From an optimization exercise on the open Yosys and OpenROAD flow, aimed at a short achievable clock period and few clock cycles; shortcuts taken in it are not production practice. Only simulation tests tie the RTL to the original design; equivalence was not proved.

==> run G: inputs <==
Design rv32i, start of the top module:
module rv32i(
   input clk,
	input reset,
   input  [31:0] inst_rdata,
   output [31:0] inst_addr,
   input [31:0] data_rdata,
   output [31:0] data_addr,
   output [31:0] data_wdata,
   output [3:0] data_we,
   output trap
);
reg [31:0] pc_f;
reg [15:0] btb_v;
reg [25:0] btb_tag [0:15];
reg [29:0] btb_tgt [0:15];
reg valid_d;
reg [31:0] ir_d;
reg [31:0] pc_d;
reg pred_d;
reg [31:0] opa_e, opb_e, sd_e;
reg fa_m_e, fa_w_e, fb_m_e, fb_w_e, fs_m_e, fs_w_e;
reg [4:0] rd_e;
reg wen_e, is_load_e, is_store_e, is_branch_e, is_jal_e, is_jalr_e;
reg pred_e, pred_btb_e;
reg [2:0] funct3_e;
reg sub_e, arith_e, cmp_un_e;
reg sel_add_e, sel_sll_e, sel_sr_e, sel_slt_e, sel_xor_e, sel_or_e, sel_and_e, sel_link_e;
reg [31:0] pc_e, link_e, alt_e, target_e;
reg trap_e;
reg wen_m, is_load_m;
reg [4:0] rd_m;
reg [31:0] result_m;
reg [2:0] funct3_m;
reg [1:0] addr_lo_m;
reg [29:0] daddr_m;
reg [3:0] dwe_m;
reg [31:0] dwdata_m;
reg wen_w;
reg [4:0] rd_w;
reg [31:0] value_w;
assign inst_addr = pc_f;
wire [3:0] f_idx = pc_f[5:2];
wire btb_hit = btb_v[f_idx] & (btb_tag[f_idx] == pc_f[31:6]);
wire [31:0] btb_target = {btb_tgt[f_idx], 2'b00};
wire [4:0] rs1_d = ir_d[19:15];
wire [4:0] rs2_d = ir_d[24:20];
wire [4:0] rd_d  = ir_d[11:7];
wire [2:0] funct3_d = ir_d[14:12];
wire is_load_d, is_store_d, is_branch_d, is_jal_d, is_jalr_d, is_sys_d;
wire uses_rs1_d, uses_rs2_d, wen_d;
wire i_type_d, s_type_d, b_type_d, u_type_d, j_type_d;
wire a_pc_d, a_zero_d, b_imm_d;
wire sub_d, arith_d, cmp_un_d;
  ...
clock: 11.0 ns
lec_check: 0
cap_margin: 20
core_margin: 2
core_utilization: 40
setup_slack_margin: 0.3
slew_margin: 20
run.sh (not shown) runs the stock make flow with config.mk's settings and CLKGATE_MAP_FILE= SYNTH_SCRIPT=/design/flow/synth_recipe.tcl, a recipe that flattens the netlist after the stock synthesis.
==> run K: changes against run G <==
--- a/flow/design.v
+++ b/flow/design.v
@@ -161,48 +161,59 @@
    output [31:0] inst_addr,
    input [31:0] data_rdata,
    output [31:0] data_addr,
    output [31:0] data_wdata,
    output [3:0] data_we,
    output trap
 );
 reg [31:0] pc_f;
-reg [15:0] btb_v;
-reg [25:0] btb_tag [0:15];
-reg [29:0] btb_tgt [0:15];
+reg [7:0] btb_v;
+reg [26:0] btb_tag [0:7];
+reg [29:0] btb_tgt [0:7];
+reg upd_set, upd_clr;
+reg [2:0] upd_idx;
+reg [26:0] upd_tag;
+reg [29:0] upd_tgt;
 reg valid_d;
 reg [31:0] ir_d;
 reg [31:0] pc_d;
 reg pred_d;
 reg [31:0] opa_e, opb_e, sd_e;
 reg fa_m_e, fa_w_e, fb_m_e, fb_w_e, fs_m_e, fs_w_e;
 reg [4:0] rd_e;
 reg wen_e, is_load_e, is_store_e, is_branch_e, is_jal_e, is_jalr_e;
 reg pred_e, pred_btb_e;
 reg [2:0] funct3_e;
 reg sub_e, arith_e, cmp_un_e;
 reg sel_add_e, sel_sll_e, sel_sr_e, sel_slt_e, sel_xor_e, sel_or_e, sel_and_e, sel_link_e;
 reg [31:0] pc_e, link_e, alt_e, target_e;
 reg trap_e;
+reg kill_e;
 reg wen_m, is_load_m;
 reg [4:0] rd_m;
 reg [31:0] result_m;
 reg [2:0] funct3_m;
 reg [1:0] addr_lo_m;
 reg [29:0] daddr_m;
 reg [3:0] dwe_m;
 reg [31:0] dwdata_m;
 reg wen_w;
 reg [4:0] rd_w;
 reg [31:0] value_w;
 assign inst_addr = pc_f;
-wire [3:0] f_idx = pc_f[5:2];
-wire btb_hit = btb_v[f_idx] & (btb_tag[f_idx] == pc_f[31:6]);
+wire [2:0] f_idx = pc_f[4:2];
+wire btb_hit = btb_v[f_idx] & (btb_tag[f_idx] == pc_f[31:5]);
 wire [31:0] btb_target = {btb_tgt[f_idx], 2'b00};
+wire wen_x = wen_e & ~kill_e;
+wire is_load_x = is_load_e & ~kill_e;
+wire is_store_x = is_store_e & ~kill_e;
+wire is_branch_x = is_branch_e & ~kill_e;
+wire is_jal_x = is_jal_e & ~kill_e;
+wire is_jalr_x = is_jalr_e & ~kill_e;
 wire [4:0] rs1_d = ir_d[19:15];
 wire [4:0] rs2_d = ir_d[24:20];
 wire [4:0] rd_d  = ir_d[11:7];
 wire [2:0] funct3_d = ir_d[14:12];
 wire is_load_d, is_store_d, is_branch_d, is_jal_d, is_jalr_d, is_sys_d;
 wire uses_rs1_d, uses_rs2_d, wen_d;
 wire i_type_d, s_type_d, b_type_d, u_type_d, j_type_d;
 wire a_pc_d, a_zero_d, b_imm_d;
@@ -232,21 +243,21 @@
    .a_rd(rd_w), .rd(value_w), .we(wen_w),
    .clk(clk));
 wire m_hit1 = wen_m & ~is_load_m & (rd_m == rs1_d);
 wire m_hit2 = wen_m & ~is_load_m & (rd_m == rs2_d);
 wire w_hit1 = wen_w & (rd_w == rs1_d);
 wire w_hit2 = wen_w & (rd_w == rs2_d);
 wire [31:0] rs1_val = m_hit1 ? result_m : w_hit1 ? value_w : rf1;
 wire [31:0] rs2_val = m_hit2 ? result_m : w_hit2 ? value_w : rf2;
-wire e_dep1 = wen_e & (rd_e == rs1_d);
-wire e_dep2 = wen_e & (rd_e == rs2_d);
+wire e_dep1 = wen_x & (rd_e == rs1_d);
+wire e_dep2 = wen_x & (rd_e == rs2_d);
 wire ml_dep1 = wen_m & is_load_m & (rd_m == rs1_d);
 wire ml_dep2 = wen_m & is_load_m & (rd_m == rs2_d);
-wire stall = valid_d & is_load_e & ((uses_rs1_d & e_dep1) | (uses_rs2_d & e_dep2));
+wire stall = valid_d & is_load_x & ((uses_rs1_d & e_dep1) | (uses_rs2_d & e_dep2));
 wire redirect_d = valid_d & ~pred_d & ~stall & (is_jal_d | (is_branch_d & ir_d[31]));
 wire pred_taken_d = pred_d | redirect_d;
 wire [31:0] a_e = fa_m_e ? result_m : fa_w_e ? value_w : opa_e;
 wire [31:0] b_e = fb_m_e ? result_m : fb_w_e ? value_w : opb_e;
 wire [31:0] s_e = fs_m_e ? result_m : fs_w_e ? value_w : sd_e;
 wire br_eq, br_lt;
 branchcomp i_branchcomp (
    .a(a_e), .b(b_e), .br_un(cmp_un_e),
@@ -255,72 +266,83 @@
 alu i_alu (
    .a(a_e), .b(b_e), .sub(sub_e), .arith(arith_e),
    .sel_add(sel_add_e), .sel_sll(sel_sll_e), .sel_sr(sel_sr_e), .sel_slt(sel_slt_e),
    .sel_xor(sel_xor_e), .sel_or(sel_or_e), .sel_and(sel_and_e),
    .lt(br_lt),
    .sum(sum_e), .result(alu_e));
 wire [31:0] result_e = alu_e | ({32{sel_link_e}} & link_e);
 wire cond_e = funct3_e[2] ? (br_lt ^ funct3_e[0]) : (br_eq ^ funct3_e[0]);
-wire taken_e = is_jal_e | (is_branch_e & cond_e);
-wire mispredict = (is_branch_e & (cond_e ^ pred_e)) | is_jalr_e;
+wire taken_e = is_jal_x | (is_branch_x & cond_e);
+wire mispredict = (is_branch_x & (cond_e ^ pred_e)) | is_jalr_x;
 wire [31:0] mp_pc = is_jalr_e ? {sum_e[31:1], 1'b0} : alt_e;
 wire [31:0] st_wdata;
 wire [3:0] st_we;
 wire [31:0] ld_data;
 loadstoreunit i_lsu (
-   .st_funct3(funct3_e), .st_addr(sum_e[1:0]), .st_data(s_e), .st_en(is_store_e),
+   .st_funct3(funct3_e), .st_addr(sum_e[1:0]), .st_data(s_e), .st_en(is_store_x),
    .st_wdata(st_wdata), .st_we(st_we),
    .ld_funct3(funct3_m), .ld_addr(addr_lo_m), .data_rdata(data_rdata),
    .ld_data(ld_data));
 assign data_addr = {daddr_m, 2'b00};
 assign data_we = dwe_m;
 assign data_wdata = dwdata_m;
 assign trap = trap_e;
-wire go_d = valid_d & ~stall & ~mispredict;
-wire [3:0] e_idx = pc_e[5:2];
+wire go_d = valid_d & ~stall;
 always @(posedge clk) begin
 	if (reset) pc_f <= 32'b0;
 	else if (mispredict) pc_f <= mp_pc;
 	else if (stall) pc_f <= pc_f;
 	else if (redirect_d) pc_f <= target_d;
 	else if (btb_hit) pc_f <= btb_target;
 	else pc_f <= pc_f + 32'd4;
-	if (reset) btb_v <= 16'b0;
-	else if ((is_branch_e | is_jal_e) & taken_e) btb_v[e_idx] <= 1'b1;
-	else if (is_branch_e & ~cond_e & pred_btb_e) btb_v[e_idx] <= 1'b0;
-	if ((is_branch_e | is_jal_e) & taken_e) begin
-		btb_tag[e_idx] <= pc_e[31:6];
-		btb_tgt[e_idx] <= target_e[31:2];
+	if (reset) begin
+		upd_set <= 1'b0;
+		upd_clr <= 1'b0;
+	end else begin
+		upd_set <= taken_e;
+		upd_clr <= is_branch_x & ~cond_e & pred_btb_e;
+	end
+	upd_idx <= pc_e[4:2];
+	upd_tag <= pc_e[31:5];
+	upd_tgt <= target_e[31:2];
+	if (reset) btb_v <= 8'b0;
+	else if (upd_set) btb_v[upd_idx] <= 1'b1;
+	else if (upd_clr) btb_v[upd_idx] <= 1'b0;
+	if (upd_set) begin
+		btb_tag[upd_idx] <= upd_tag;
+		btb_tgt[upd_idx] <= upd_tgt;
 	end
 	if (reset | mispredict) valid_d <= 1'b0;
 	else if (~stall) valid_d <= ~redirect_d;
 	if (~stall) begin
 		ir_d <= inst_rdata;
 		pc_d <= pc_f;
 		pred_d <= btb_hit;
 	end
 	if (reset | ~go_d) begin
 		wen_e <= 1'b0;
 		is_load_e <= 1'b0;
 		is_store_e <= 1'b0;
 		is_branch_e <= 1'b0;
 		is_jal_e <= 1'b0;
 		is_jalr_e <= 1'b0;
 		trap_e <= 1'b0;
+		kill_e <= 1'b0;
 	end else begin
+		kill_e <= mispredict;
 		wen_e <= wen_d;
 		is_load_e <= is_load_d;
 		is_store_e <= is_store_d;
 		is_branch_e <= is_branch_d;
 		is_jal_e <= is_jal_d;
 		is_jalr_e <= is_jalr_d;
-		trap_e <= is_sys_d;
+		trap_e <= is_sys_d & ~mispredict;
 	end
-	if (~stall) begin
+	begin
 		opa_e <= a_zero_d ? 32'b0 : a_pc_d ? pc_d : rs1_val;
 		opb_e <= b_imm_d ? imm_d : rs2_val;
 		sd_e <= rs2_val;
 		fa_m_e <= uses_rs1_d & e_dep1;
 		fa_w_e <= uses_rs1_d & ~e_dep1 & ml_dep1;
 		fb_m_e <= ~b_imm_d & e_dep2;
 		fb_w_e <= ~b_imm_d & ~e_dep2 & ml_dep2;
 		fs_m_e <= e_dep2;
@@ -345,18 +367,18 @@
 		alt_e <= pred_taken_d ? link_d : target_d;
 		target_e <= target_d;
 	end
 	if (reset) begin
 		wen_m <= 1'b0;
 		is_load_m <= 1'b0;
 		dwe_m <= 4'b0;
 	end else begin
-		wen_m <= wen_e;
-		is_load_m <= is_load_e;
+		wen_m <= wen_x;
+		is_load_m <= is_load_x;
 		dwe_m <= st_we;
 	end
 	rd_m <= rd_e;
 	result_m <= result_e;
 	funct3_m <= funct3_e;
 	addr_lo_m <= sum_e[1:0];
 	daddr_m <= sum_e[31:2];
 	dwdata_m <= st_wdata;
==> flow/flow/run.sh (new file) <==
#!/bin/bash
set -euo pipefail
MARGIN=7.6

# 1. standard synthesis, unchanged
bash standard.sh synth > synth.log 2>&1

# 2. floorplan to final layout, with the setup-repair margin
sed "s|\"\${@:-finish}\"|SETUP_SLACK_MARGIN=$MARGIN \"\${@:-finish}\"|" standard.sh > standard_margin.sh
grep -q "SETUP_SLACK_MARGIN=$MARGIN" standard_margin.sh
bash standard_margin.sh finish > layout.log 2>&1
test -f out/final.def
==> flow/standard.sh (new file) <==
#!/bin/bash
# synth_recipe.tcl (not shown) runs the flow's synth.tcl, then flattens the netlist and writes it again
# the make line also repeats each setting of config.mk as NAME=value (left out here)
make -C /OpenROAD-flow-scripts/flow DESIGN_CONFIG=/design/flow/config.mk WORK_HOME=/design/flow/orfs CLKGATE_MAP_FILE= SYNTH_SCRIPT=/design/flow/synth_recipe.tcl "${@:-finish}"
removed: flow/run.sh
==> impl_metrics.py <==
metrics = {
    "cells_and_area": {
        "n_all_buffers": 763,
    },
    "die": {
        "die_h_microns": 494,
        "rows": 179,
    },
    "status": {
        "status": "finished clean",
    },
    "power_and_ir_drop": {
        "sequentialPowerShare_pct": 45.5,
    },
    "timing": {
        "max_freq_mhz": 246,
    },
}
the above is filed under run K

==> impl_metrics.py <==
metrics = {
    "status": {
        "status": "finished clean",
    },
    "cells_and_area": {
        "n_all_buffers": 399,
    },
    "power_and_ir_drop": {
        "sequentialPowerShare_pct": 48.6,
    },
    "timing": {
        "max_freq_mhz": 136,
    },
    "die": {
        "rows": 196,
        "die_h_microns": 538,
    },
    "clocking": {
        "cts_buffer_depth": 4,
    },
}
the above is filed under run G

Testbench counts of run G, summed over its fixed seeds: cycles 140,210.
Testbench counts of run K, summed over its fixed seeds: cycles 140,756.

-- separate check: timing with driven ports --
In the flow no input, the clock included, has a driving cell. The finished layouts below were timed again as built, in two steps.
Step 1, drivers: a clkbuf_16 drives clk and a buf_2 each remaining input, both assumed.
Step 2 adds t to the input delays and takes it off the output delays; t is the mean of the earliest and latest rising clock arrival at the registers after step 1. Input paths then give back, and output paths get back, about the clock's delay inside the block.
Three values: ideal, step 1, step 2; two values: the first two.
run	t, ns	setup WS [ns]	worst setup path after step 2	clock arrival spread, ns	worst slew at a driven data input, ns
run G	0.953	3.626 / 3.626 / 3.626	register to register	0.070 / 0.070	0.22
run K	0.960	6.936 / 6.936 / 6.662	input to register	0.104 / 0.105	0.16
After both steps every run listed still meets setup and hold. The setup slack of run K, which loses most, moves by 0.000 ns with the drivers and by -0.274 ns with both steps.
